From an optimization exercise on the open Yosys and OpenROAD flow, aimed at small area; shortcuts taken in it are not production practice.
Function was checked by simulation only, so behaviour that the tests miss may differ from the original.
No driver is modelled on the clock port, so clocking that relies on it looks cheaper here than on a real chip.
Power figures rest on the tool's default switching activity, not on a simulated workload.

==> job 5589 <==
Design lab_3_register_file, start of the top module:
module lab_3_register_file (Da, Db, Dc, CLK, reset, rs1, rs2, rd, wenable);
 input  wire CLK, reset, wenable;
 input  wire [4:0] rs1, rs2, rd;
 input  wire [31:0] Dc;
 output wire [31:0] Da, Db;
 wire [31:1] load, load_n, sel1, sel2;
 wire        flip1, flip2;
 wire [31:0] wd;
 reg  [31:1] valid;
 reg         phase;
 wdec decw (.enable(wenable), .selector(rd), .load(load), .load_n(load_n));
 rdec dec1 (.selector(rs1), .valid(valid), .phase(phase), .sel(sel1), .flip(flip1));
 rdec dec2 (.selector(rs2), .valid(valid), .phase(phase), .sel(sel2), .flip(flip2));
 always @(posedge CLK or posedge reset)
   if (reset) begin
     valid <= 31'd0;
     phase <= 1'b0;
   end else begin
     valid <= valid | load;
     phase <= ~phase;
   end
 wire [31:1] col [0:31];
 genvar i, b;
 generate
   for (b = 0; b < 32; b = b + 1) begin : w
     wpol wp (.a(Dc[b]), .phase(phase), .y(wd[b]));
   end
   for (i = 1; i < 32; i = i + 1) begin : r
     reg  [31:0] q;
     wire [31:0] d;
  ...
==> module or31, before the edit <==
module or31 (
  input  wire [31:1] a,
  output wire        y
);
  assign y = |a;
endmodule
==> module rdec, before the edit <==
module rdec (
  input  wire [4:0]  selector,
  input  wire [31:1] valid,
  input  wire        phase,
  output wire [31:1] sel,
  output wire        flip
);
  wire [3:0] hi;
  wire [7:0] lo;
  wire       any;
  pre4 ph (.en(1'b1), .a(selector[4:3]), .y(hi));
  pre8 pl (.a(selector[2:0]), .y(lo));
  genvar i;
  generate
    for (i = 1; i < 32; i = i + 1) begin : g
      rline u (.hi(hi[i/8]), .lo(lo[i%8]), .valid(valid[i]), .sel(sel[i]));
    end
  endgenerate
  or31 uo (.a(sel), .y(any));
  and2m uf (.a(phase), .b(any), .y(flip));
endmodule
Settings: LEC_CHECK=0, CAP_MARGIN=10, CORE_MARGIN=2, CORE_UTILIZATION=50, GPL_TIMING_DRIVEN=0, SETUP_SLACK_MARGIN=0.1, SLEW_MARGIN=10, SYNTH_HIERARCHICAL=1, SYNTH_MINIMUM_KEEP_SIZE=0; clock period 6.0 ns.
standard.sh (not shown) runs the stock make flow with config.mk's settings and CLKGATE_MAP_FILE= SYNTH_SCRIPT=/design/flow/synth_recipe.tcl, a recipe that flattens the netlist after the stock synthesis.
==> flow/flow/run.sh <==
#!/bin/bash
# Layout flow: the standard synthesis and layout (standard.sh), with
#  - before floorplanning, combinational cells that synthesis upsized are
#    set back to their smallest drive strength (flow/downsize.tcl),
#  - port buffers of the smallest buffer cell instead of the default choice,
#  - before ORFS's repair_design, slow nets are fixed by sizing their
#    drivers within their cell family (flow/fixnets.tcl),
#  - clock tree synthesis without dummy loads, with leaf clusters of up to
#    8 flip-flops on clkbuf_4, no repair_timing right after CTS (the design
#    has slack; later stages still repair timing), and clock buffers whose
#    flip-flops see a slow clock edge upsized (flow/clkfix.tcl).
# Each step's full output goes to its own log here; ORFS also keeps its
# per-stage logs under orfs/logs.
set -euo pipefail
F=$(pwd)/flow
bash standard.sh synth > synth.log 2>&1
bash standard.sh \
  "PRE_FLOORPLAN_TCL=$F/downsize.tcl" \
  "BUFFER_PORTS_ARGS=-buffer_cell sky130_fd_sc_hd__buf_1" \
  "PRE_RESIZE_TCL=$F/fixnets.tcl" \
  "CTS_ARGS=-sink_clustering_enable -repair_clock_nets -dont_use_dummy_load -buf_list sky130_fd_sc_hd__clkbuf_4 -sink_clustering_size 8 -sink_clustering_max_diameter 50" \
  "POST_CTS_TCL=$F/clkfix.tcl" \
  SKIP_CTS_REPAIR_TIMING=1 \
  finish > layout.log 2>&1
==> flow/flow/clkfix.tcl <==
# After CTS: upsize (within the clkbuf family) each clock buffer that
# drives a flip-flop clock pin whose estimated slew is above the target,
# then legalize the placement again.
set clk_target 0.100
set db [ord::get_db]
proc clk_next {name} {
  set order {sky130_fd_sc_hd__clkbuf_1 sky130_fd_sc_hd__clkbuf_2 sky130_fd_sc_hd__clkbuf_4 sky130_fd_sc_hd__clkbuf_8 sky130_fd_sc_hd__clkbuf_16}
  set i [lsearch $order $name]
  if {$i < 0 || $i == [llength $order] - 1} { return "" }
  return [lindex $order [expr {$i + 1}]]
}
set total 0
for {set it 0} {$it < 4} {incr it} {
  estimate_parasitics -placement
  array unset drv
  foreach pin [all_registers -clock_pins] {
    set s 0
    foreach e {rise fall} { set x [get_property $pin slew_max_$e]; if {$x > $s} { set s $x } }
    if {$s <= $clk_target} continue
    set net [get_nets -of $pin]
    foreach d [get_pins -of $net -filter "direction==output"] { set drv([get_full_name [get_cells -of $d]]) 1 }
  }
  set n 0
  foreach i [array names drv] {
    set c [get_cells $i]
    set nx [clk_next [get_property $c ref_name]]
    if {$nx eq ""} continue
    replace_cell $c $nx
    incr n
  }
  puts "clkfix: pass $it upsized $n clock buffers"
  incr total $n
  if {$n == 0} break
}
estimate_parasitics -placement
puts "clkfix: upsized $total in all"
detailed_placement
check_placement -verbose
==> flow/flow/fixnets.tcl <==
# Before ORFS's repair_design (after global placement): for every
# single-output cell whose output slew is above 75% of the library's
# 1.5 ns max_transition, give it the smallest drive strength of its own
# cell family that brings the slew under that. ORFS's repair_design then
# handles whatever is left (it otherwise buffers these nets with chains of
# very large buffers). Flip-flops are left as synthesized.
estimate_parasitics -placement
set fix_slew [expr {1.5 * 0.75}]
set db [ord::get_db]
proc fam_sizes {name} {
  global db
  if {![regexp {^(sky130_fd_sc_hd__[a-z0-9]+)_([0-9]+)$} $name -> base sz]} { return {} }
  set l {}
  foreach lib [$db getLibs] {
    foreach m [$lib getMasters] {
      if {[regexp "^${base}_(\[0-9\]+)\$" [$m getName] -> s]} {
        lappend l [list $s [$m getName] [expr {[$m getWidth] * [$m getHeight]}]]
      }
    }
  }
  return [lsort -integer -index 2 [lsort -integer -index 0 $l]]
}
proc slew_ok {pin} {
  global fix_slew
  return [expr {[get_property $pin slew_max] <= $fix_slew}]
}
set fixed 0
set left 0
foreach inst [get_cells *] {
  set ref [get_property $inst ref_name]
  if {[regexp {__(df|dl|sdf|edf|sedf|conb|tap|fill|decap)} $ref]} continue
  set outs [get_pins -of $inst -filter "direction==output"]
  if {[llength $outs] != 1} continue
  set op [lindex $outs 0]
  if {[slew_ok $op]} continue
  set done 0
  foreach f [fam_sizes $ref] {
    replace_cell $inst [lindex $f 1]
    if {[slew_ok $op]} { set done 1; break }
  }
  if {$done} { incr fixed } else { incr left }
}
puts "fixnets: resized $fixed drivers, $left left to repair_design"
Other scripts of this flow, unchanged in this note and not shown: flow/flow/downsize.tcl
==> inputs of job 4631, as changes to job 5589 <==
--- a/flow/design.v
+++ b/flow/design.v
@@ -8,4 +8,13 @@
   assign y[2] = en &  a[1] & ~a[0];
   assign y[3] = en &  a[1] &  a[0];
+endmodule
+module pre4r (
+  input  wire [1:0] a,
+  output wire [3:0] y
+);
+  assign y[0] = ~a[1] & ~a[0];
+  assign y[1] = ~a[1] &  a[0];
+  assign y[2] =  a[1] & ~a[0];
+  assign y[3] =  a[1] &  a[0];
 endmodule
 module pre8 (
@@ -54,9 +63,17 @@
   endgenerate
 endmodule
-module or31 (
-  input  wire [31:1] a,
-  output wire        y
-);
-  assign y = |a;
+module mux4m (
+  input  wire [3:0] d,
+  input  wire [1:0] s,
+  output wire       y
+);
+  assign y = d[s];
+endmodule
+module mux2m (
+  input  wire [1:0] d,
+  input  wire       s,
+  output wire       y
+);
+  assign y = d[s];
 endmodule
 module and2m (
@@ -66,4 +83,23 @@
 );
   assign y = a & b;
+endmodule
+module vsel (
+  input  wire [4:0]  selector,
+  input  wire [31:1] valid,
+  output wire        y
+);
+  wire [31:0] v = {valid, 1'b0};
+  wire [7:0]  l1;
+  wire [1:0]  l2;
+  genvar k;
+  generate
+    for (k = 0; k < 8; k = k + 1) begin : a
+      mux4m m (.d(v[4*k +: 4]), .s(selector[1:0]), .y(l1[k]));
+    end
+    for (k = 0; k < 2; k = k + 1) begin : b
+      mux4m m (.d(l1[4*k +: 4]), .s(selector[3:2]), .y(l2[k]));
+    end
+  endgenerate
+  mux2m m3 (.d(l2), .s(selector[4]), .y(y));
 endmodule
 module rdec (
@@ -77,5 +113,5 @@
   wire [7:0] lo;
   wire       any;
-  pre4 ph (.en(1'b1), .a(selector[4:3]), .y(hi));
+  pre4r ph (.a(selector[4:3]), .y(hi));
   pre8 pl (.a(selector[2:0]), .y(lo));
   genvar i;
@@ -85,5 +121,5 @@
     end
   endgenerate
-  or31 uo (.a(sel), .y(any));
+  vsel uv (.selector(selector), .valid(valid), .y(any));
   and2m uf (.a(phase), .b(any), .y(flip));
 endmodule
==> flow/flow/run.sh (replaced) <==
#!/bin/bash
# Layout flow: the standard synthesis and layout (standard.sh), with
#  - before floorplanning, combinational cells that synthesis upsized are
#    set back to their smallest drive strength (flow/downsize.tcl),
#  - port buffers of the smallest buffer cell instead of the default choice,
#  - before ORFS's repair_design, slow nets are fixed by sizing their
#    drivers within their cell family or by one small buffer, whichever
#    is smaller (flow/fixnets.tcl),
#  - clock tree synthesis without dummy loads, with leaf clusters of up to
#    9 flip-flops on clkbuf_4, and clock buffers whose flip-flops see a
#    slow clock edge upsized (flow/clkfix.tcl).
# Each step's full output goes to its own log here; ORFS also keeps its
# per-stage logs under orfs/logs.
set -euo pipefail
F=$(pwd)/flow
bash standard.sh synth > synth.log 2>&1
bash standard.sh \
  "PRE_FLOORPLAN_TCL=$F/downsize.tcl" \
  "BUFFER_PORTS_ARGS=-buffer_cell sky130_fd_sc_hd__buf_1" \
  "PRE_RESIZE_TCL=$F/fixnets.tcl" \
  "CTS_ARGS=-sink_clustering_enable -repair_clock_nets -dont_use_dummy_load -buf_list sky130_fd_sc_hd__clkbuf_4 -sink_clustering_size 9 -sink_clustering_max_diameter 50" \
  "POST_CTS_TCL=$F/clkfix.tcl" \
  finish > layout.log 2>&1
--- a/flow/flow/clkfix.tcl
+++ b/flow/flow/clkfix.tcl
@@ -2,6 +2,6 @@
 # drives a flip-flop clock pin whose estimated slew is above the target,
 # then legalize the placement again.
-set clk_target 0.100
-set db [ord::get_db]
+set clk_target 0.108
+
 proc clk_next {name} {
   set order {sky130_fd_sc_hd__clkbuf_1 sky130_fd_sc_hd__clkbuf_2 sky130_fd_sc_hd__clkbuf_4 sky130_fd_sc_hd__clkbuf_8 sky130_fd_sc_hd__clkbuf_16}
==> flow/flow/fixnets.tcl (replaced) <==
estimate_parasitics -placement
set ::fix_slew [expr {1.5 * 0.75}]
set ::db [ord::get_db]
proc fam_sizes {name} {
  if {![regexp {^(sky130_fd_sc_hd__[a-z0-9]+)_([0-9]+)$} $name -> base sz]} { return {} }
  set l {}
  foreach lib [$::db getLibs] {
    foreach m [$lib getMasters] {
      if {[regexp "^${base}_(\[0-9\]+)\$" [$m getName] -> s]} {
        lappend l [list $s [$m getName] [expr {[$m getWidth] * [$m getHeight] / 1e6}]]
      }
    }
  }
  return [lsort -real -index 2 [lsort -integer -index 0 $l]]
}
proc cell_area {name} {
  set m [$::db findMaster $name]
  return [expr {[$m getWidth] * [$m getHeight] / 1e6}]
}
proc slew_ok {pin} {
  return [expr {[get_property $pin slew_max] <= $::fix_slew}]
}
set bufs {sky130_fd_sc_hd__buf_2 sky130_fd_sc_hd__buf_4 sky130_fd_sc_hd__buf_6 sky130_fd_sc_hd__buf_8 sky130_fd_sc_hd__buf_12 sky130_fd_sc_hd__buf_16}
set fixed 0
set buffered 0
set left 0
foreach inst [get_cells *] {
  set ref [get_property $inst ref_name]
  if {[regexp {__(df|dl|sdf|edf|sedf|conb|tap|fill|decap)} $ref]} continue
  set outs [get_pins -of $inst -filter "direction==output"]
  if {[llength $outs] != 1} continue
  set op [lindex $outs 0]
  if {[slew_ok $op]} continue
  set a0 [cell_area $ref]
  # fix 1: size within the family
  set fam ""
  foreach f [fam_sizes $ref] {
    replace_cell $inst [lindex $f 1]
    if {[slew_ok $op]} { set fam [lindex $f 1]; break }
  }
  set fam_cost [expr {$fam eq "" ? 1e9 : [cell_area $fam] - $a0}]
  if {$fam_cost <= [cell_area sky130_fd_sc_hd__buf_2]} { incr fixed; continue }
  # fix 2: original size plus one buffer
  replace_cell $inst $ref
  set net [get_full_name [get_nets -of $op]]
  estimate_parasitics -placement
  insert_buffer -buffer_cell sky130_fd_sc_hd__buf_2 -net $net
  estimate_parasitics -placement
  set bcell [get_cells -of [get_pins -of [get_nets -of $op] -filter "direction==input"]]
  set bpin [get_pins -of $bcell -filter "direction==output"]
  set bok ""
  foreach b $bufs {
    replace_cell $bcell $b
    if {[slew_ok $bpin] && [slew_ok $op]} { set bok $b; break }
  }
  if {$bok ne "" && [cell_area $bok] < $fam_cost} { incr buffered; continue }
  estimate_parasitics -placement
  remove_buffers [list $bcell]
  estimate_parasitics -placement
  if {$fam ne ""} { replace_cell $inst $fam; incr fixed } else { incr left }
}
estimate_parasitics -placement
puts "fixnets: resized $fixed drivers, buffered $buffered nets, $left left to repair_design"
--- a/flow/config.mk
+++ b/flow/config.mk
@@ -10,5 +10,5 @@
 export CORE_UTILIZATION = 50
 export GPL_TIMING_DRIVEN = 0
-export SETUP_SLACK_MARGIN = 0.1
+export SETUP_SLACK_MARGIN = 0.3
 export SLEW_MARGIN = 10
 export SYNTH_HIERARCHICAL = 1
==> inputs of job 7043, as changes to job 5589 <==
--- a/flow/flow/clkfix.tcl
+++ b/flow/flow/clkfix.tcl
@@ -3,5 +3,5 @@
 # then legalize the placement again.
 set clk_target 0.100
-set db [ord::get_db]
+
 proc clk_next {name} {
   set order {sky130_fd_sc_hd__clkbuf_1 sky130_fd_sc_hd__clkbuf_2 sky130_fd_sc_hd__clkbuf_4 sky130_fd_sc_hd__clkbuf_8 sky130_fd_sc_hd__clkbuf_16}
--- a/flow/flow/fixnets.tcl
+++ b/flow/flow/fixnets.tcl
@@ -6,11 +6,10 @@
 # very large buffers). Flip-flops are left as synthesized.
 estimate_parasitics -placement
-set fix_slew [expr {1.5 * 0.75}]
-set db [ord::get_db]
+set ::fix_slew [expr {1.5 * 0.75}]
+set ::db [ord::get_db]
 proc fam_sizes {name} {
-  global db
   if {![regexp {^(sky130_fd_sc_hd__[a-z0-9]+)_([0-9]+)$} $name -> base sz]} { return {} }
   set l {}
-  foreach lib [$db getLibs] {
+  foreach lib [$::db getLibs] {
     foreach m [$lib getMasters] {
       if {[regexp "^${base}_(\[0-9\]+)\$" [$m getName] -> s]} {
@@ -22,6 +21,5 @@
 }
 proc slew_ok {pin} {
-  global fix_slew
-  return [expr {[get_property $pin slew_max] <= $fix_slew}]
+  return [expr {[get_property $pin slew_max] <= $::fix_slew}]
 }
 set fixed 0
==> qor summary <==
Overall die area: job 4631 77,100 sq um; job 7043 76,400 sq um; job 5589 -
Placement row count: job 4631 100; job 7043 99; job 5589 99
Run status: job 4631 no timing/DRC/antenna violations; job 7043 failed layout checks; job 5589 stopped before the end
Stage where the flow stopped: job 4631 -; job 7043 -; job 5589 3_4_place_resized
Layout check failures: job 4631 -; job 7043 negative setup slack; job 5589 -
Internal power: job 4631 10.7 mW; job 7043 10.5 mW; job 5589 -
Signal inverters: job 4631 2; job 7043 2; job 5589 -
Multi-input logic portion of the cell area: job 4631 42.1%; job 7043 42.7%; job 5589 -
Register-to-Register Setup Slack: job 4631 3.84 ns; job 7043 2.86 ns; job 5589 -
Share of total power in combinational logic: job 4631 16.9%; job 7043 14.4%; job 5589 -
Gr usage total: job 4631 47.0%; job 7043 49.4%; job 5589 -
Worst hold slack after final layout: job 4631 0.235 ns; job 7043 0.223 ns; job 5589 -
Peak VDD IR: job 4631 0.212 mV; job 7043 0.183 mV; job 5589 -
Count of unresolved DRC violations after routing: job 4631 0; job 7043 0; job 5589 -
Clock distribution power: job 4631 3.45 mW; job 7043 3.55 mW; job 5589 -
Fraction of the mapped netlist area in simple logic gates: job 4631 8.44%; job 7043 8.96%; job 5589 8.96%
Critical R2R Launch: job 4631 phase; job 7043 phase; job 5589 -
Shortest clock period the worst path allows after layout: job 4631 5.75 ns; job 7043 6.27 ns; job 5589 -
Slew of the pin with the lowest slew margin: job 4631 1.32 ns; job 7043 1.39 ns; job 5589 -
Fraction of layout instances using a drive strength above 1: job 4631 9.31%; job 7043 9.23%; job 5589 -
Kind of start point of the critical path: job 4631 input port; job 7043 input port; job 5589 -
Post-synthesis sequential area ratio: job 4631 54.7%; job 7043 55.1%; job 5589 55.1%
Final core utilization: job 4631 54.8%; job 7043 56.2%; job 5589 -

-- static timing again, ports no longer ideal --
Ports are ideal in the flow. The routed layouts listed here were re-timed in OpenROAD. Step 1 sets driving cells, clkbuf_16 on the clock port and buf_2 on the other inputs (assumed; they add their load-dependent delay and slew). Step 2 times the ports against the registers' clock, not the clock port: input delays grow and output delays shrink by t, the midpoint of the rising clock arrivals with the driver on. Slacks: ideal / step 1 / step 2; pairs: ideal / step 1.
| run | t (ns) | setup WS [ns] | clock arrival spread, ns | worst slew at a driven data input, ns | cell pins on the clock port's net |
|---|---|---|---|---|---|
| job 4631 | 1.088 | 0.253 / 0.162 / 0.162 | 0.110 / 0.110 | 0.15 | 1 |
| job 7043 | 1.135 | -0.269 / -0.301 / -0.301 | 0.091 / 0.091 | 0.15 | 1 |
The setup slack of job 4631, which loses most, moves by -0.091 ns with the drivers and by -0.091 ns with both steps.
